What follows belongs to an exercise in optimizing a design on an open flow for small area; a production flow would make more cautious choices. Function was checked by simulation only, so behaviour that the tests miss may differ from the original. Power is estimated from default activity; no workload was simulated.

==> design/flow/design.v <==
module uwb_re
	(
		clk,
		ce,
		in_start,	
		in_rst,
		in_data,
		ddph_i,
		sfd_threshold,
		sm_threshold,
		data_out,
		psdu_en,
		coarse_off,
		coarse_error
	);
	input clk;
	input ce;
	input in_start;
	input in_rst;
	input[7:0] in_data;
	input[2:0] ddph_i;
	input[31:0] sfd_threshold;
	input[15:0] sm_threshold;
	output data_out;
	output psdu_en;
	output coarse_off;
	output coarse_error;
	wire data_out;
	wire phr_signal;
	wire data_signal;
	wire sync2_start;
	wire sfd_start;
	wire data_start;
	wire data_end;
	wire[2:0] state;
	wire[7:0] countsample;  
	wire[12:0] countsyncsym;  
	wire[10:0] countdatasym;
	wire[2:0] count0to7;
	wire[3:0] countgroup;
	wire rst_countsample;
	wire rst_sync;
	wire coarse_error;
	wire phr_check;
	wire[1:0] out_sync_mode;
	wire[6:0] out_psdu_octets;
	wire[7:0] count_coarsesample;
	wire[4:0] count_coarsesyncsym;
	wire coarse_off;
	wire ddpOuten_o_reg;
	uwb_re_syn_fsm SYNC_FSM(
		.clk(clk),
		.ce(ce),
		.in_start(in_start),
		.in_rst(in_rst),
		.sync2_start(sync2_start),
		.sfd_start(sfd_start),
		.data_start(data_start),
		.data_end(data_end),
		.coarse_error(coarse_error),
		.phr_check(phr_check),
		.state(state)
	);
	uwb_re_syn_counter SYNC_COUNTER
	(
		.clk(clk),
		.ce(ce),
		.in_start(in_start),
		.in_rst(in_rst),
		.rst_countsample(rst_countsample),
		.rst_countsync(rst_sync),
		.en_countdata(data_signal),
		.state(state),
		.coarse_error(coarse_error),
		.coarse_off(coarse_off),
		.phr_check(phr_check),
		.countsample(countsample),
		.countsyncsym(countsyncsym),
		.count_coarsesample(count_coarsesample),
		.count_coarsesyncsym(count_coarsesyncsym),
		.countdatasym(countdatasym),
		.count0to7(count0to7),
		.countgroup(countgroup)
	);
	uwb_re_syn_coarse SYNC_COARSE
	(
		.clk(clk),
		.ce(ce),
		.in_start(in_start),
		.in_rst(in_rst),
		.in_data(in_data),
		.countsample(count_coarsesample),
		.countsyncsym(count_coarsesyncsym),
		.countgroup(countgroup),
		.phr_check(phr_check),
		.coarse_error(coarse_error),
		.coarse_off(coarse_off)
	);
	uwb_re_syn_datapath SYNC_DATAPATH
	(
		.clk(clk),
		.ce(ce),
		.in_start(in_start),
		.in_rst(in_rst),
		.in_data(in_data),
		.sfd_threshold(sfd_threshold),
		.sm_threshold(sm_threshold),
		.state(state),
		.sync_mode(out_sync_mode),
		.psdu_octets(out_psdu_octets),
		.countsample(countsample),
		.countsyncsym(countsyncsym),
		.countdatasym(countdatasym),
		.count0to7(count0to7),
		.coarse_error(coarse_error),
		.phr_check(phr_check),
		.sync2_start(sync2_start),
		.sfd_start(sfd_start),
		.data_signal(data_signal),
		.data_start(data_start),
		.data_end(data_end),
		.phr_signal(phr_signal),
		.rst_countsample(rst_countsample),
		.rst_sync(rst_sync),
		.psdu_en(psdu_en)
	);
	uwb_re_demo DEMO
	(
		.clk(clk),
		.ce(ce),
		.start(data_signal),
		.ddph_i(ddph_i),
		.data_in(in_data), 
		.count(countsample),
		.data_out(data_out),
		.ddpOuten_o_reg(ddpOuten_o_reg)
	);
	uwb_re_phr_top MAC
	(
		.clk(clk),
		.ddpOuten_i_reg(ddpOuten_o_reg),
		.ce(ce),
		.in_start(phr_signal),	
		.in_rst(in_rst),	
		.in_bit(data_out),
		.coarse_error(coarse_error),
		.state(state),
		.countsample(countsample),
		.countdatasym(countdatasym),
		.coarse_off(coarse_off),
		.out_check(phr_check),
		.out_sync_mode(out_sync_mode),
		.out_psdu_octets(out_psdu_octets)
	);
endmodule
module uwb_re_syn_fsm (
		clk,
		ce,
		in_start,
		in_rst,
		sync2_start,
		sfd_start,
		data_start,
		data_end,
		coarse_error,
		phr_check,
		state
	);
	input clk;
	input ce;
	input in_start;
	input in_rst;
	input sync2_start;
	input sfd_start;
	input data_start;
	input data_end;
	input coarse_error; 
	input phr_check;
	output[2:0] state;
	reg[2:0] state;
	reg[2:0] ns,ps,ps_r;
	localparam sync1_state = 3'd0, sync2_state = 3'd1, sfd_state = 3'd2, data_state = 3'd3, jump_state = 3'd4;
	always@(*) ps = ( in_rst == 0 ) ? sync1_state : ps_r;
	always@( posedge clk ) begin
		if( in_rst == 0 ) begin 
			ps_r <= sync1_state;
		end else begin
			if(in_start == 1)
				ps_r <= ns;
			else
				ps_r <= sync1_state;
		end
	end
	always@(*) begin
		ns = ps;
		case(ps)
			sync1_state:	
				begin 
					if( coarse_error ) 							ns = sync1_state;
					else if( sync2_start==1 && !coarse_error ) 	ns = sync2_state;
				end
			sync2_state:	 
				begin 
					if( coarse_error ) 							ns = sync1_state;
					else if( sfd_start==1 ) 					ns = sfd_state;
				end
			sfd_state:		 
				begin 
					if( coarse_error ) 							ns = sync1_state;
					else if( data_start==1 ) 					ns = data_state;
				end
			data_state:		
				begin 
					if( coarse_error || phr_check ) 			ns = sync1_state;
					else if( data_end==1 ) 						ns = jump_state;
				end
			jump_state:		if( data_start==1 ) 				ns = data_state;
		endcase
	end
	always@(ps) begin
		case(ps)
			sync1_state: begin state = 3'd0; end
			sync2_state: begin state = 3'd1; end
			sfd_state: begin state = 3'd2; end	
			data_state: begin state = 3'd3; end
			default: begin state = 3'd4; end
		endcase
	end
endmodule
module uwb_re_syn_datapath
	(
		clk,
		ce,
		in_start,
		in_rst,
		in_data,
		sfd_threshold,
		sm_threshold,
		state,
		sync_mode,
		psdu_octets,
		countsample,
		countsyncsym,
		countdatasym,
		count0to7,
		coarse_error,
		phr_check,
		sync2_start,
		sfd_start,
		data_signal,
		data_start,
		data_end,
		phr_signal,
		rst_countsample,
		rst_sync,
		psdu_en
	);
	input clk;
	input ce;
	input in_start;
	input in_rst;
	input[7:0] in_data;
	input[31:0] sfd_threshold;
	input[15:0] sm_threshold;
	input[2:0] state;
	input[1:0] sync_mode;  
	input[6:0] psdu_octets;
	input[7:0] countsample;  
	input[12:0] countsyncsym;  
	input[10:0] countdatasym;
	input[2:0] count0to7;
	input coarse_error;
	input phr_check;
	output sync2_start;
	output sfd_start;
	output data_signal;
	output data_start;
	output data_end;
	output phr_signal;
	output rst_countsample;
	output rst_sync;
	output psdu_en;
	reg data_signal;
	reg phr_signal;
	reg[8:0] countsample_d1;  
	wire en5SYNC;  
	reg enSYNC5;  
	wire enSYNC7;  
	reg[15:0] symAvgSum[0:247];
	reg[15:0] symbolci[0:30];
	reg[15:0] sumTPR[0:7];  
	reg compare;  
	wire neps_compare;
	reg[15:0] reg_comp;  
	reg[15:0] reg_comp1;  
	reg[2:0] out_neps;
	reg[4:0] out_m;
	reg[8:0] n_next;  
	reg[31:0] sfdsum;
	reg sfd0;
	reg psdu_en;
	reg[247:0] reg_Ci;
	reg[247:0] reg_cm;
	reg[12:0] shr_length;  
	reg[11:0] data_length;
	wire en_sm;
	wire cm;
	wire cm_d1;
	reg[15:0] sm[0:7];  
	reg[2:0] n_delta_r;
	wire[2:0] n_delta;
	wire phr_signal1;
	integer i;
	always@ (posedge clk ) begin
		if(in_start) begin
			if( (state == 3) && (countdatasym == 18) && (countsample == 63) ) begin
				psdu_en <= 1;
			end else if( data_end || coarse_error || phr_check ) begin
				psdu_en <= 0;
			end
		end else begin
			psdu_en <= 0;
		end
	end
	always@ (sync_mode) begin
		if( sync_mode == 2'b00 )
			shr_length = 23;
		else if( sync_mode == 2'b01 )
			shr_length = 71;
		else if( sync_mode == 2'b10 )
			shr_length = 1031;
		else 
			shr_length = 4103;
	end
	assign rst_sync = rst_countsample || sfd_start;
	assign rst_countsample = !in_rst || sync2_start || coarse_error || phr_check;
	always@ (posedge clk) begin
		if(in_start == 0 ) begin
			countsample_d1 <= 0;
		end else begin
			countsample_d1 <= countsample;
		end
	end
 	always@ (posedge clk) begin
		if( in_start )
			phr_signal <= phr_signal1;
	end
	assign phr_signal1 = (state == 3) && (countdatasym >= 0) && (countdatasym <= 18) ? 1'b1 : 1'b0;
	assign sync2_start = (state == 0) && (countsyncsym == 8) && (countsample == n_next);
	assign sfd_start = sfd0;
	assign en5SYNC = ( (state == 0) && (countsyncsym >= 0) && (countsyncsym <= 4) );
	always@ (posedge clk) begin
		if(!in_start)
			enSYNC5 <= 0;
		else begin
			if( (state == 0) && (countsyncsym == 4) )
				enSYNC5 <= 1;
			else 
				enSYNC5 <= 0;
		end
	end
	assign data_start = ( ( (state == 2) && (countsyncsym == 6) && (countsample == 247) ) || ( (state == 4) && (countsyncsym == shr_length) && (countsample == 247) ) ) ;
	assign data_end = (state == 3) && (countdatasym == data_length) && (countsample == 63) && (!phr_signal1);
	always@ (posedge clk) begin
		if(rst_sync) begin
			for(i = 0; i < 248; i=i+1) begin
				symAvgSum[i] <= 0;
			end
		end else begin
			if(in_start && en5SYNC) begin
				symAvgSum[countsample] <= symAvgSum[countsample] + in_data;
			end
		end
	end
	always@ (posedge clk) begin
		if(rst_sync) begin
			reg_Ci <= 248'd104902522442846623806478213859251645363935416819139316092418195455;
		end else if(enSYNC5) begin
			reg_Ci <= {reg_Ci[0], reg_Ci[247:1]};
		end
	end
	always@ (posedge clk) begin
		if(rst_sync) begin
			for(i = 0; i < 31; i=i+1) begin
				symbolci[i] <= 0;
			end
		end else begin
			if(enSYNC5) begin
				for(i = 0; i < 31; i=i+1) begin
					if(reg_Ci[i*8]) begin
						symbolci[i] <= symbolci[i] + symAvgSum[countsample_d1];
					end
				end
			end
		end
	end
	always@ (posedge clk) begin
		if(!in_start)
			compare <= 0;
		else begin
			if( (state == 0) && (countsyncsym==5) && (countsample <= 30) )
				compare <= 1;
			else 
				compare <= 0;
		end	
	end
	always@ (posedge clk) begin
		if(rst_sync) begin
			reg_comp <= 0;
			out_m <= 0;
		end else begin
			if(compare) begin
				if(symbolci[countsample_d1] > reg_comp) begin
					reg_comp <= symbolci[countsample_d1];
					out_m <= countsample_d1[4:0];
				end
			end
		end
	end
	always@ ( posedge clk ) begin
		if(!in_start) begin
			n_next <= 0;
		end else if( (state == 0) && (countsyncsym==7) && (countsample == 10) ) begin
			if( (out_m == 0) && (n_delta != 0) ) 
				n_next <= n_delta - 1;
			else
				n_next <= ( (31 - out_m) << 3 ) + n_delta - 1;
		end
	end
	always@ (posedge clk) begin
		if(in_start) begin
			if( data_start ) begin
				data_signal <= 1;
			end else if( data_end || coarse_error || phr_check ) begin
				data_signal <= 0;
			end	
		end else begin
			data_signal <= 0;
		end
	end
	always@ (psdu_octets) begin
		if( psdu_octets == 42 )
			data_length = 398;  
		else 
			data_length = 0;
	end
	always@ (out_m or enSYNC7 or reg_Ci) begin
		if( enSYNC7 )
			reg_cm = ( reg_Ci >> (out_m << 3) ) | ( reg_Ci << ( (31 - out_m) << 3 ) );
		else 
			reg_cm = 0;
	end
	assign enSYNC7 = ( (state == 0) && (countsyncsym == 6) );
	always@ (posedge clk) begin
		if(rst_sync) begin
			for(i = 0; i < 8; i=i+1) begin
				sumTPR[i] <= 0;
			end
		end else begin
			if(enSYNC7 && reg_cm[countsample]) begin
				sumTPR[count0to7] <= sumTPR[count0to7] + symAvgSum[countsample];
			end
		end
	end
	assign neps_compare = (state == 0) && (countsyncsym==7) && (countsample <= 7) ? 1'b1 : 1'b0;
	always@ (posedge clk) begin
		if(rst_sync) begin
			reg_comp1 <= 0;
			out_neps <= 0;
		end else begin
			if(neps_compare ) begin
				if(sumTPR[countsample] > reg_comp1) begin
					reg_comp1 <= sumTPR[countsample];
					out_neps <= countsample[2:0];
				end
			end
		end
	end
	assign cm = reg_cm[countsample];
	assign cm_d1 = enSYNC7 && reg_cm[countsample - 8];
	assign en_sm = ( ( (state == 0) && (countsyncsym == 6) && (countsample >= 8) ) && !cm_d1 && cm ) ? 1'b1 : 1'b0;
	always@ (posedge clk) begin
		if(rst_sync) begin
			for(i = 0; i < 8; i=i+1) begin
				sm[i] <= 0;
			end
		end else begin
			if(en_sm) begin
				sm[count0to7] <= sm[count0to7] + symAvgSum[countsample];
			end
		end
	end
	assign n_delta = rst_sync ? 3'd0 : n_delta_r;
	always@ ( posedge clk ) begin
		if(rst_sync) begin
			n_delta_r <= 3'd0;
		end else if( (state == 0) && (countsyncsym==7) && (countsample == 8) ) begin
			if(out_neps == 3'd0) begin
				if(sm[4] >= sm_threshold)
					n_delta_r <= 3'd4;
				else if(sm[5] >= sm_threshold)
					n_delta_r <= 3'd5;
				else if(sm[6] >= sm_threshold)
					n_delta_r <= 3'd6;
				else if(sm[7] >= sm_threshold)
					n_delta_r <= 3'd7;
				else 
					n_delta_r <= out_neps;
			end if(out_neps == 3'd1) begin
				if(sm[5] >= sm_threshold)
					n_delta_r <= 3'd5;
				else if(sm[6] >= sm_threshold)
					n_delta_r <= 3'd6;
				else if(sm[7] >= sm_threshold)
					n_delta_r <= 3'd7;
				else if(sm[0] >= sm_threshold)
					n_delta_r <= 3'd0;
				else 
					n_delta_r <= out_neps;
			end if(out_neps == 3'd2) begin
				if(sm[6] >= sm_threshold)
					n_delta_r <= 3'd6;
				else if(sm[7] >= sm_threshold)
					n_delta_r <= 3'd7;
				else if(sm[0] >= sm_threshold)
					n_delta_r <= 3'd0;
				else if(sm[1] >= sm_threshold)
					n_delta_r <= 3'd1;
				else 
					n_delta_r <= out_neps;
			end if(out_neps == 3'd3) begin
				if(sm[7] >= sm_threshold)
					n_delta_r <= 3'd7;
				else if(sm[0] >= sm_threshold)
					n_delta_r <= 3'd0;
				else if(sm[1] >= sm_threshold)
					n_delta_r <= 3'd1;
				else if(sm[2] >= sm_threshold)
					n_delta_r <= 3'd2;
				else 
					n_delta_r <= out_neps;
			end if(out_neps == 3'd4) begin
				if(sm[0] >= sm_threshold)
					n_delta_r <= 3'd0;
				else if(sm[1] >= sm_threshold)
					n_delta_r <= 3'd1;
				else if(sm[2] >= sm_threshold)
					n_delta_r <= 3'd2;
				else if(sm[3] >= sm_threshold)
					n_delta_r <= 3'd3;
				else 
					n_delta_r <= out_neps;
			end if(out_neps == 3'd5) begin
				if(sm[1] >= sm_threshold)
					n_delta_r <= 3'd1;
				else if(sm[2] >= sm_threshold)
					n_delta_r <= 3'd2;
				else if(sm[3] >= sm_threshold)
					n_delta_r <= 3'd3;
				else if(sm[4] >= sm_threshold)
					n_delta_r <= 3'd4;
				else 
					n_delta_r <= out_neps;
			end if(out_neps == 3'd6) begin
				if(sm[2] >= sm_threshold)
					n_delta_r <= 3'd2;
				else if(sm[3] >= sm_threshold)
					n_delta_r <= 3'd3;
				else if(sm[4] >= sm_threshold)
					n_delta_r <= 3'd4;
				else if(sm[5] >= sm_threshold)
					n_delta_r <= 3'd5;
				else 
					n_delta_r <= out_neps;
			end else begin
				if(sm[3] >= sm_threshold)
					n_delta_r <= 3'd3;
				else if(sm[4] >= sm_threshold)
					n_delta_r <= 3'd4;
				else if(sm[5] >= sm_threshold)
					n_delta_r <= 3'd5;
				else if(sm[6] >= sm_threshold)
					n_delta_r <= 3'd6;
				else 
					n_delta_r <= out_neps;
			end
		end
	end
	always@ (posedge clk) begin
		if( (countsample == 247) || rst_sync ) begin
			sfdsum <= 0;
		end else begin
			if( state == 1 ) begin
				sfdsum <= sfdsum + ( (in_data * in_data) >> 2 );
			end else begin
				sfdsum <= 0;
			end
		end
	end
	always@ (posedge clk) begin
		if( (state == 1) && (countsample == 247) ) begin
			if( (sfdsum >> 8) <= sfd_threshold)
				sfd0 <= 1;
			else
				sfd0 <= 0;
		end else begin
			sfd0 <= 0;
		end
	end
endmodule
module uwb_re_syn_counter
	(
		clk,
		ce, 
		in_start,
		in_rst,
		rst_countsample,
		rst_countsync,
		en_countdata,
		state,
		coarse_error,
		coarse_off,
		phr_check,
		countsample,
		countsyncsym,
		count_coarsesample,
		count_coarsesyncsym,
		countdatasym,
		count0to7,
		countgroup
	);
	input clk;
	input ce;
	input in_start;
	input in_rst;
	input rst_countsample;
	input rst_countsync;
	input en_countdata;
	input[2:0] state;
	input coarse_error;
	input coarse_off;
	input phr_check;
	output[7:0] countsample;  
	output[12:0] countsyncsym;  
	output[10:0] countdatasym;
	output[2:0] count0to7;
	output[7:0] count_coarsesample;  
	output[4:0] count_coarsesyncsym;  
	output[3:0] countgroup;
	reg[7:0] countsample;  
	reg[12:0] countsyncsym;  
	reg[10:0] countdatasym;
	reg[2:0] count0to7;
	reg[3:0] countgroup;
	reg[7:0] count_coarsesample;  
	reg[4:0] count_coarsesyncsym;  
	always@ (posedge clk) begin  
		if( rst_countsample || coarse_error) begin
			countsample <= 0;
		end else if(in_start) begin
			countsample <= countsample + 1;
			if( (state == 0) || (state == 1) || (state == 2) || (state == 4) ) begin	
				if(countsample == 8'd247)
					countsample <= 0;
			end else begin
				if(countsample == 8'd63)
					countsample <= 0;
			end
		end
	end
	always@ (posedge clk) begin
		if( rst_countsync || coarse_error )begin
			countsyncsym <= 0;
		end else if(in_start) begin
			if( (state == 0) || (state == 1) || (state == 2) || (state == 4) ) begin
				if(countsample == 8'd247)
					countsyncsym <= countsyncsym + 1;	
			end else 
				countsyncsym <= 0;
		end
	end 
	always@ (posedge clk) begin
		if( en_countdata && in_start )begin
			if(countsample == 63)
				countdatasym <= countdatasym + 1;	
		end else begin
			countdatasym <= 0;
		end
	end 
	always@ (posedge clk) begin
		if(rst_countsync  || coarse_error) begin
			count0to7 <= 0;
		end else if(in_start) begin
			if(state == 0) begin
				count0to7 <= count0to7 + 1; 
			end
		end
	end
	always@ (posedge clk) begin  
		if( !in_rst || coarse_error || phr_check ) begin
			count_coarsesample <= 0;
		end else if(in_start && !coarse_off ) begin
			count_coarsesample <= count_coarsesample + 1;
			if( (state == 0) || (state == 1) || (state == 2) || (state == 3) ) begin	
				if(count_coarsesample == 8'd247)
					count_coarsesample <= 0;
			end
		end
	end
	always@ (posedge clk) begin
		if( !in_rst || coarse_error || phr_check )begin
			count_coarsesyncsym <= 0;
		end else if(in_start && !coarse_off) begin
			if( (state == 0) || (state == 1) || (state == 2) || (state == 3) ) begin
				if(count_coarsesample == 8'd247) begin
					count_coarsesyncsym <= count_coarsesyncsym + 1;	
				end else if( (count_coarsesample == 8'd247) && (count_coarsesyncsym == 29) )
					count_coarsesyncsym <= 0;
			end else 
				count_coarsesyncsym <= 0;
		end
	end 
	always@ (posedge clk) begin
		if(!in_rst || phr_check || coarse_error ) begin
			countgroup <= 0;
		end else if( !coarse_off && in_start) begin
			if( (count_coarsesample == 23) || (count_coarsesample == 47) || (count_coarsesample == 71) || (count_coarsesample == 95) || (count_coarsesample == 119) || (count_coarsesample == 143) || (count_coarsesample == 167) || (count_coarsesample == 191) || (count_coarsesample == 215) || (count_coarsesample == 239) ) begin
				countgroup <= countgroup + 1; 
			end else if( count_coarsesample == 247 ) begin
				countgroup <= 0;
			end
		end
	end
endmodule
module uwb_re_syn_coarse
	(
		clk,
		ce,
		in_start,
		in_rst,
		in_data,
		countsample,
		countsyncsym,
		countgroup,
		phr_check,
		coarse_error,
		coarse_off
	);
	input clk;
	input ce;
	input in_start;
	input in_rst;
	input[7:0] in_data;
	input[7:0] countsample;
	input[4:0] countsyncsym;
	input[3:0] countgroup;
	input phr_check;
	output coarse_error;
	output coarse_off;
	reg coarse_error_r;
	wire coarse_error;
	reg[3:0] i_max;
	reg[3:0] count_i;
	reg[3:0] i_temp;
	reg[15:0] reg_comp;
	reg[15:0] rsam [0:10];
	wire[0:247] reg_Ci;
	wire rst_rsam;
	wire count_rst;
	reg[31:0] a_power;
	reg[31:0] a1_power;
	reg[31:0] a2_power;
	reg[31:0] sympower0;
	reg[31:0] sympower1;
	reg coarse_off_r;
	wire coarse_off;
	wire[3:0] count0to10;
	integer i;
	assign reg_Ci = 248'b11110000111100000000000000000000111100000000000000000000111100001111000011110000111100001111000000000000111100001111000011110000000000000000000000000000111100000000000011110000000000001111000011110000000000001111000000000000000000000000000000000000;
	assign coarse_error = in_rst ? coarse_error_r : 1'b0;
	assign coarse_off = count_rst ? 1'b0 : coarse_off_r;
	assign rst_rsam = ( in_start && (!coarse_off) && (countsample == 247) && ( countsyncsym >= 0 ) && ( countsyncsym <= 9 ) ) || coarse_error || phr_check || !in_rst ? 1'b1 : 1'b0;
	always@ (posedge clk) begin
		if(rst_rsam) begin
			for(i = 0; i <= 10; i=i+1) begin
				rsam[i] <= 0;
			end
		end else if(in_start && (!coarse_off) ) begin
			if( ( countsyncsym >= 0 ) && ( countsyncsym <= 9 ) && reg_Ci[countsample] )begin
				rsam[countgroup] <= rsam[countgroup] + in_data;
			end
		end else begin
			for(i = 0; i <= 10; i=i+1) begin
				rsam[i] <= 0;
			end
		end
	end
	assign count0to10 = countsample[3:0];
	always@ ( posedge clk ) begin
		if( count_rst ) begin
			reg_comp <= 0;
			i_max <= 0;
		end else if( in_start && (!coarse_off) && ( countsyncsym >= 0 ) && ( countsyncsym <= 9 ) && (countsample >= 224) && (countsample <= 234) ) begin
			if(rsam[count0to10] >= reg_comp) begin
				reg_comp <= rsam[count0to10];
				i_max <= count0to10;
			end	
		end else begin
			reg_comp <= 0;
		end
	end
	assign count_rst = !in_rst || coarse_error || phr_check;
	always@ (posedge clk) begin
		if( count_rst ) begin
			i_temp <= 0;
		end else if( (!coarse_off) && in_start && ( countsyncsym >= 0 ) && ( countsyncsym <= 9 ) ) begin
			if(countsample == 246) begin
				if(i_temp != i_max) begin
					i_temp <= i_max;
				end
			end
		end 
	end
	always@ (posedge clk) begin
		if( count_rst ) begin
			count_i <= 0;
		end else if( (!coarse_off) && in_start && ( countsyncsym >= 1 ) && ( countsyncsym <= 9 ) ) begin
			if(countsample == 246) begin
				if(i_temp == i_max) begin
					count_i <= count_i + 1;
				end else begin
					count_i <= 0;
				end
			end
		end 
	end
	always@( posedge clk ) begin
		if( !in_rst ) begin
			coarse_error_r <= 0;
		end else if( in_start && (!coarse_off) && (countsyncsym == 30) && (countsample == 1) ) begin
			if( ( count_i == 9 ) && (a_power > a1_power) && (a_power < a2_power) ) begin
				coarse_error_r <= 0;
			end else begin
				coarse_error_r <= 1;
			end
		end else begin
			coarse_error_r <= 0;
		end
	end
	always@ ( posedge clk ) begin
		if( count_rst ) begin
			coarse_off_r <= 0;
		end else if (in_start) begin
			if( (countsyncsym == 30) && (countsample == 2) ) begin
				if( coarse_error == 0 ) begin
					coarse_off_r <= 1;
				end
			end
		end else begin
			coarse_off_r <= 0;
		end
	end
	always@ ( posedge clk ) begin
		if(count_rst) begin
			sympower0 <= 0;
			sympower1 <= 0;
		end else if(!coarse_off) begin
			if(!countsyncsym[0]) begin
				sympower0 <= sympower0 + in_data;  
				sympower1 <= 0;
			end else begin
				sympower1 <= sympower1 + in_data;
				sympower0 <= 0;
			end
		end
	end
	always@ (posedge clk) begin
		if(count_rst) begin
			a_power <= 0;
			a1_power <= 0;
			a2_power <= 0;
		end else if( (!coarse_off) && ( countsyncsym >= 1 ) && ( countsyncsym <= 30 ) && (countsample == 0) ) begin
			if( ( countsyncsym >= 1 ) && ( countsyncsym <= 10 ) ) begin
				if(countsyncsym[0]) begin
					a_power <= a_power + sympower0;
				end else begin
					a_power <= a_power + sympower1;
				end
			end else if( ( countsyncsym >= 11 ) && ( countsyncsym <= 20 ) ) begin
				if(countsyncsym[0]) begin
					a1_power <= a1_power + sympower0;
				end else begin
					a1_power <= a1_power + sympower1;
				end
			end else begin
				if(countsyncsym[0]) begin
					a2_power <= a2_power + sympower0;
				end else begin
					a2_power <= a2_power + sympower1;
				end
			end
		end
	end
endmodule
module uwb_re_phr_top
	(
		clk,
		ddpOuten_i_reg,
		ce,
		in_start,	
		in_rst,	
		in_bit,
		coarse_error,
		state,
		countsample,
		countdatasym,
		coarse_off,
		out_check,
		out_sync_mode,
		out_psdu_octets
	);
	input clk;
	input ddpOuten_i_reg;
	input ce;
	input in_rst;
	input in_start;
	input in_bit;
	input coarse_error;
	input[2:0] state;
	input[7:0] countsample;
	input[10:0] countdatasym;
	input coarse_off;
	output out_check;
	output[1:0] out_sync_mode;
	output[6:0] out_psdu_octets;
	reg out_check_r;
	wire out_check;
	reg[18:0] phr;
	wire[5:0] c_check;
	wire r1, r0;
	wire l6, l5, l4, l3, l2, l1, l0;
	wire rng, ext;
	wire p1, p0;
	wire c5, c4, c3, c2, c1, c0;
	wire[5:0] c_data;
	wire check_rst;
	assign {c0, c1, c2, c3, c4, c5, p0, p1, ext, rng, l0, l1, l2, l3, l4, l5, l6, r0, r1} = phr;
	assign c_data = {phr[13], phr[14], phr[15], phr[16], phr[17], phr[18]};
	always@ (posedge clk) begin
		if(in_start && ddpOuten_i_reg) begin
			phr <= {in_bit, phr[18:1]};
		end
	end
	xor C0 (c_check[0], r0, r1, l0, l2, l4, l5, ext, p1);
	xor C1 (c_check[1], r1, l2, l3, l5, l6, rng, ext, p0);
	xor C2 (c_check[2], r0, l0, l1, l5, l6, rng, ext);
	xor C3 (c_check[3], l0, l1, l2, l3, l4, rng, ext);
	xor C4 (c_check[4], p0, p1);
	xor C5 (c_check[5], r0, r1, l5, l6, c3, c4);
	assign check_rst = !in_rst || coarse_error;
	assign out_check = check_rst ? 1'b0 : out_check_r;
	always@ (posedge clk) begin
		if(check_rst) begin
			out_check_r <= 0;
		end else if(coarse_off) begin
			if( (state == 3) && (countsample >= 1) && (countdatasym >= 19) && (c_check != c_data) ) 
				out_check_r <= 1;
			else
				out_check_r <= 0;
		end else begin
			out_check_r <= 0;
		end
	end
	assign out_sync_mode = {p1, p0};
	assign out_psdu_octets = {l6, l5, l4, l3, l2, l1, l0};
endmodule
module uwb_re_demo
	(
		clk,
		ce,
		start,
		ddph_i,
		data_in, 
		count,
		data_out,
		ddpOuten_o_reg
	);
	input clk;
	input ce;
	input start;
	input[2:0] ddph_i;
	input[7:0] data_in;
	input[7:0] count;
	output data_out;
	output ddpOuten_o_reg;
	reg ddpOuten_o_reg;
	wire sum_en;
	assign sum_en = ( ( (count >= 8'd0) && (count <= 8'd15) ) || ( (count >= 8'd32) && (count <= 8'd47) ) ) ? 1'b1 : 1'b0;
	reg[15:0] sum;
	reg[15:0] part0;
	reg[15:0] part1;
	reg data_out;
	always@ (posedge clk) begin
		if( sum_en == 1'b1 )
			if( (count == ddph_i*2) || (count == (ddph_i*2+1) ) || (count == (ddph_i*2 + 32) ) || (count == (ddph_i*2 + 33) ) )
				sum <= sum + data_in;
		else 
			sum <= 0;
	end
	always@ (posedge clk) begin
		if(start) begin
			if( count == (ddph_i*2+2) )
				part0 <= sum;
			else if(count == (ddph_i*2+34) ) 
				part1 <= sum;	
		end else begin
			part0 <= 0;
			part1 <= 0;
		end
	end
	always@ (posedge clk) begin
		if(start) begin
			if(count == 63) begin
				if(part0 >= part1)
					data_out <= 1'b0;
				else 
					data_out <= 1'b1;
			end 
		end else begin
			data_out <= 0;
		end
	end
	always@ (posedge clk) begin
		if(start) begin
			if(count == 63)
				ddpOuten_o_reg <= 1'b1;
			else 
				ddpOuten_o_reg <= 1'b0;
		end else begin
			ddpOuten_o_reg <= 1'b0;
		end
	end
endmodule
==> design/flow/run.sh <==
#!/bin/bash
# synth_recipe.tcl (not shown) runs the flow's synth.tcl, then flattens the netlist and writes it again
# the make line also repeats each setting of config.mk as NAME=value (left out here)
make -C /OpenROAD-flow-scripts/flow DESIGN_CONFIG=/design/flow/config.mk WORK_HOME=/design/flow/orfs CLKGATE_MAP_FILE= SYNTH_SCRIPT=/design/flow/synth_recipe.tcl finish
==> design/flow/config.mk <==
export PLATFORM = sky130hd
export DESIGN_NAME = uwb_re
export DESIGN_NICKNAME = uwb_re
export VERILOG_FILES = /design/flow/design.v
export SDC_FILE = /design/flow/constraint.sdc
export NUM_CORES = 8
export LEC_CHECK = 0
export CAP_MARGIN = 30
export CORE_MARGIN = 2
export CORE_UTILIZATION = 40
export SLEW_MARGIN = 50
==> design/flow/constraint.sdc <==
create_clock -name core_clock -period 12.0 [get_ports {clk}]
set_input_delay 2.4000 -clock core_clock [delete_from_list [all_inputs] [get_ports {clk}]]
set_output_delay 2.4000 -clock core_clock [all_outputs]
set_load 0.01 [all_outputs]
==> impl_metrics.xml <==
<?xml version="1.0" encoding="UTF-8"?>
<metrics>
  <group name="logic_synthesis">
    <metric name="syn-instance-count" unit="">26227</metric>
    <metric name="seq_area_frac_synth" unit="%">49.0</metric>
    <metric name="synth_edf_count" unit="">4644</metric>
    <metric name="async_flop_share" unit="%">0</metric>
    <metric name="postSynthNetCount" unit="">27300</metric>
    <metric name="synthFlopType" unit="">sky130_fd_sc_hd__edfxtp_1</metric>
    <metric name="synthesis.area" unit="um2">331000</metric>
    <metric name="synth.ff_latch_count" unit="">5784</metric>
    <metric name="synthesis.yosys.warnings" unit="">7</metric>
    <metric name="postSynthAreaPerCell" unit="um2">12.6</metric>
    <metric name="yosysUniqueCellTypes" unit="">100</metric>
  </group>
  <group name="timing">
    <metric name="rsz0062_at_grt" unit="">false</metric>
    <metric name="final-setup-viol-count" unit="">0</metric>
    <metric name="timing.final.crit_period" unit="ns">8.78</metric>
    <metric name="least_margin_pin_slew" unit="ns">0.940</metric>
    <metric name="finalCritPeriodShare" unit="%">73.2</metric>
    <metric name="slew_violations" unit="">0</metric>
    <metric name="timing.final.hold_violations" unit="">0</metric>
    <metric name="setup_tns" unit="ns">0</metric>
    <metric name="achievable-frequency" unit="MHz">114</metric>
    <metric name="worst_slack_setup_final" unit="ns">3.22</metric>
    <metric name="worst_clock_skew" unit="ns">0.0913</metric>
    <metric name="worst_slew_margin_rel" unit="%">37.3</metric>
  </group>
  <group name="layout">
    <metric name="fin_area" unit="um2">368000</metric>
    <metric name="num-fill-cells" unit="">74015</metric>
    <metric name="layout-area-overhead-vs-synth" unit="%">11.1</metric>
    <metric name="layout-drive-gt1-share" unit="%">22.9</metric>
    <metric name="largest-register" unit="">SYNC_DATAPATH.symAvgSum</metric>
    <metric name="reg.largest.list" unit="">SYNC_DATAPATH.symAvgSum: 4096 flops, SYNC_DATAPATH.symbolci: 496 flops, SYNC_COARSE.rsam: 256 flops</metric>
    <metric name="final_util" unit="%">44.5</metric>
    <metric name="largest_register_ffs" unit="">4096</metric>
    <metric name="finish.net_count" unit="">26525</metric>
  </group>
  <group name="grt">
    <metric name="first_pass_grt_wire_length" unit="mm">1790</metric>
    <metric name="grt_antenna_before_repair" unit="">119</metric>
    <metric name="grt_start_max_net_pins" unit="">124</metric>
    <metric name="total_routing_usage_gr" unit="%">29.9</metric>
    <metric name="global_route_overflow" unit="">0</metric>
    <metric name="first_global_vias" unit="">231644</metric>
  </group>
  <group name="setup_path">
    <metric name="critPathSlowestCell" unit="">sky130_fd_sc_hd__mux4_2</metric>
    <metric name="worstReg2RegEnd" unit="">SYNC_DATAPATH.symAvgSum[252][12]</metric>
    <metric name="worstPathCellList" unit="">buf_12 &gt; buf_12 &gt; buf_16 &gt; buf_12 &gt; buf_4 &gt; mux4_2 &gt; mux4_2 &gt; mux4_2 &gt; mux4_2 &gt; inv_1 &gt; fa_4 &gt; inv_1 &gt; a21oi_1 &gt; o21bai_1 &gt; a21oi_1 &gt; o21bai_1 &gt; a21o_1 &gt; a21oi_4 &gt; nor2_1 &gt; xnor2_2 &gt; buf_4 &gt; buf_4 &gt; inv_1</metric>
    <metric name="path_max_fanout" unit="">42</metric>
    <metric name="arrival" unit="ns">9.60</metric>
    <metric name="critPathLaunchType" unit="">flip-flop</metric>
    <metric name="critPathMaxStageDelay" unit="ns">0.76</metric>
    <metric name="r2r_setup_slk" unit="ns">3.22</metric>
    <metric name="cp_data_required_time" unit="ns">12.82</metric>
    <metric name="crit_top_cell" unit="">sky130_fd_sc_hd__mux4_2</metric>
    <metric name="worst-setup-path-type" unit="">reg -&gt; reg</metric>
    <metric name="reg2reg_depth" unit="">23</metric>
    <metric name="setup.worst_path.end_class" unit="">flip-flop</metric>
  </group>
  <group name="floorplanning">
    <metric name="start_util" unit="%">40.1</metric>
    <metric name="die-height" unit="um">914</metric>
    <metric name="core" unit="um2">826000</metric>
    <metric name="core.rowCount" unit="">334</metric>
    <metric name="ios" unit="">67</metric>
    <metric name="die_area" unit="um2">835000</metric>
    <metric name="die_width" unit="um">914</metric>
  </group>
  <group name="clocking">
    <metric name="clk_slew_on_worst_s_h_paths" unit="ns">0.06</metric>
    <metric name="post_cts_resize_count" unit="">0</metric>
    <metric name="cts_root_buffer" unit="">sky130_fd_sc_hd__clkbuf_16</metric>
    <metric name="cts.sink_count" unit="">5784</metric>
    <metric name="clock_insertion_delay_worst_skew" unit="ns">1.18</metric>
    <metric name="clockBufferDepth" unit="">4</metric>
    <metric name="post_cts_buffers" unit="">0</metric>
    <metric name="tritoncts.num_buffers" unit="">646</metric>
    <metric name="clock_tree_from_tritoncts" unit="">built</metric>
    <metric name="htreeDepth" unit="">6</metric>
    <metric name="post_cts_hold_buffer_count" unit="">0</metric>
  </group>
  <group name="flow_run">
    <metric name="max_cap_violations" unit="">0</metric>
  </group>
  <group name="routing">
    <metric name="drt_iter0_drc" unit="">34904</metric>
    <metric name="totalWireLength" unit="mm">1290</metric>
    <metric name="drc" unit="">0</metric>
    <metric name="routed_wire_per_std_cell" unit="um">34.8</metric>
    <metric name="dr_total_vias" unit="">240582</metric>
    <metric name="drt_first_pass_iters" unit="">12</metric>
    <metric name="drt-vias-per-instance" unit="">6.50</metric>
    <metric name="antenna_left" unit="">0</metric>
  </group>
  <group name="power_and_ir_drop">
    <metric name="peakVddDrop" unit="uV">164</metric>
    <metric name="net_switching_power" unit="uW">15500</metric>
    <metric name="comb_power_share" unit="%">17.7</metric>
    <metric name="internal_power" unit="uW">36600</metric>
    <metric name="p_per_area" unit="nW/um2">142</metric>
    <metric name="sw_frac_of_total" unit="%">29.7</metric>
    <metric name="flop_pwr_share" unit="%">43.8</metric>
    <metric name="power_leakage" unit="uW">0.124</metric>
    <metric name="power.share.clock" unit="%">38.5</metric>
  </group>
  <group name="placement">
    <metric name="gp_routability_congestion" unit="">1.02</metric>
    <metric name="number_of_buffers_added_on_ports" unit="">65</metric>
    <metric name="dpl-instance-area" unit="um2">346000</metric>
    <metric name="dpl.hpwl" unit="mm">888</metric>
    <metric name="place_ws" unit="ns">2.88</metric>
  </group>
  <group name="min_path">
    <metric name="min_delay_worst_endpoint" unit="">SYNC_COARSE.coarse_off_r</metric>
    <metric name="worst_hold_path_type" unit="">reg -&gt; reg</metric>
    <metric name="hold_depth" unit="">1</metric>
    <metric name="start_point_of_the_worst_min_delay_path" unit="">MAC.out_check_r</metric>
  </group>
  <group name="run_status">
    <metric name="status" unit="">timing/DRC/antenna clean</metric>
  </group>
</metrics>
-- per-layer routing --
layer,up-vias,share of wire (%),routed length [um],track usage (%)
li1,98216,-,-,-
met4,68,7.4,95200,18.0
met1,123073,36,463000,38.4
met3,3301,12,153000,7.93
met2,15924,45,574000,45.5
met5,-,0.046,588,0.0905
-- stage by stage --
step | total power, uW | hold slack, ns | instances
after floorplan | 28400 | 0.418 | 26227
after global placement | 31800 | 0.443 | 35638
after detailed placement | 32100 | 0.458 | 35706
after CTS | 51900 | 0.460 | 36876
after global routing | 53200 | 0.484 | 36953
final | 52100 | 0.461 | 37021
-- cell usage after synthesis, types with 143 or more instances --
library cell | count | share of area, %
sky130_fd_sc_hd__buf_1 | 248 | 0.28
sky130_fd_sc_hd__a22oi_1 | 181 | 0.41
sky130_fd_sc_hd__xnor2_1 | 403 | 1.1
sky130_fd_sc_hd__xor2_1 | 195 | 0.52
sky130_fd_sc_hd__ha_1 | 944 | 3.6
sky130_fd_sc_hd__dfxtp_1 | 1140 | 6.9
sky130_fd_sc_hd__inv_1 | 571 | 0.65
sky130_fd_sc_hd__nor2b_1 | 225 | 0.43
sky130_fd_sc_hd__a21o_1 | 266 | 0.60
sky130_fd_sc_hd__a21oi_1 | 999 | 1.5
sky130_fd_sc_hd__nand3_1 | 331 | 0.50
sky130_fd_sc_hd__buf_2 | 224 | 0.34
sky130_fd_sc_hd__and3_1 | 143 | 0.27
sky130_fd_sc_hd__o21ai_0 | 471 | 0.71
sky130_fd_sc_hd__mux2_2 | 231 | 0.79
sky130_fd_sc_hd__nand2_1 | 1753 | 2.0
sky130_fd_sc_hd__mux2i_1 | 515 | 1.6
sky130_fd_sc_hd__nor2_1 | 5442 | 6.2
sky130_fd_sc_hd__edfxtp_1 | 4644 | 42
sky130_fd_sc_hd__clkbuf_1 | 1679 | 1.9
sky130_fd_sc_hd__nor3_1 | 252 | 0.38
sky130_fd_sc_hd__mux4_2 | 3278 | 22
-- cells in the final DEF (no fill, tap or decap), types with 514 or more instances in the layout --
cell	n
sky130_fd_sc_hd__nor2_1	5413
sky130_fd_sc_hd__edfxtp_1	4644
sky130_fd_sc_hd__mux4_2	3277
sky130_fd_sc_hd__nand2_1	1312
sky130_fd_sc_hd__dfxtp_1	1097
sky130_fd_sc_hd__a21oi_1	993
sky130_fd_sc_hd__ha_1	944
sky130_fd_sc_hd__clkbuf_16	656
sky130_fd_sc_hd__inv_1	566
sky130_fd_sc_hd__buf_4	562
sky130_fd_sc_hd__mux2i_1	514
-- final cells by class --
type	instances	area [um2]	area share [%]
well taps	10920	13700	3.72
flip-flops and latches	5784	162000	44.2
clock buffers	830	17400	4.73
repair buffers	833	8490	2.31
clock inverters	340	3400	0.925
inverters	577	2190	0.595
multi-input cells	17610	160000	43.5
diodes	127	318	0.0864
-- cells by family (layout without fill, tap and decap cells) --
group | count (synthesis) | count (layout) | synth area share, %
other cells | 0 | 127 | 0
buf+inv | 2833 | 2580 | 3.44
fa+ha+maj | 1010 | 1010 | 3.97
simple gates | 8837 | 8837 | 11.1
compound gates | 3140 | 3140 | 6.21
flops | 5784 | 5784 | 49.0
xor+xnor | 599 | 599 | 1.59
mux | 4024 | 4024 | 24.6
-- critical path, delay by kind of cell, from the launching register on --
kind,cells,cell delay (ns)
buffers and inverters,10,3.35
adder cells (fa/ha/maj),1,0.38
AND/OR/NAND/NOR,1,0.14
XOR/XNOR,1,0.24
multiplexers,4,2.32
AO/OA/AOI/OAI,6,1.37
flip-flops,1,0.47
-- worst max-delay path by stage --
stage                               startpoint                                to  slack, ns  cells past startpoint
4_1_cts                              flip-flop  SYNC_DATAPATH.symAvgSum[252][12]       3.55                     23
3_3_place_gp                            in_rst       SYNC_DATAPATH.sumTPR[2][13]       1.85                     16
3_5_place_dp                        in_data[2]          SYNC_DATAPATH.sfdsum[18]       2.88                     29
6_report                             flip-flop  SYNC_DATAPATH.symAvgSum[252][12]       3.22                     23
2_1_floorplan  SYNC_DATAPATH.countsample_d1[0]    SYNC_DATAPATH.symbolci[18][15]       4.12                     23
5_1_grt        SYNC_DATAPATH.countsample_d1[0]    SYNC_DATAPATH.symbolci[28][14]       3.13                     24
-- power groups by stage --
stage	logic (uW)	clock network (uW)	registers, uW
detailed placement	8910	0	23200
global route	9450	20900	22900
CTS	8940	20100	22800
global placement	8610	0	23200
floorplan	5310	0	23000
finish	9230	20000	22800

==> afterwards: timing with drivers on the ports <==
The flow's constraints put no driver on any port. The routed layout listed below was extracted and timed again, unchanged, in two steps.
Step 1 sets driving cells, clkbuf_16 on the clock port and buf_2 on the other inputs (assumed; they add their load-dependent delay and slew).
Step 2, shift: input delay + t, output delay - t, t = (earliest + latest rising clock arrival at the registers) / 2. This alone moves slack from input paths to output paths.
a / b / c = ideal ports / drivers / drivers and shift; a / b = the first two.
t (ns): 1.283
setup slack, ns: 3.220 / 3.220 / 2.833
worst register clock-pin slew, ns: 0.08 / 0.08
After both steps setup and hold are still met in this run. For this run, drivers alone change the setup slack by 0.000 ns; drivers and shift together by -0.387 ns.
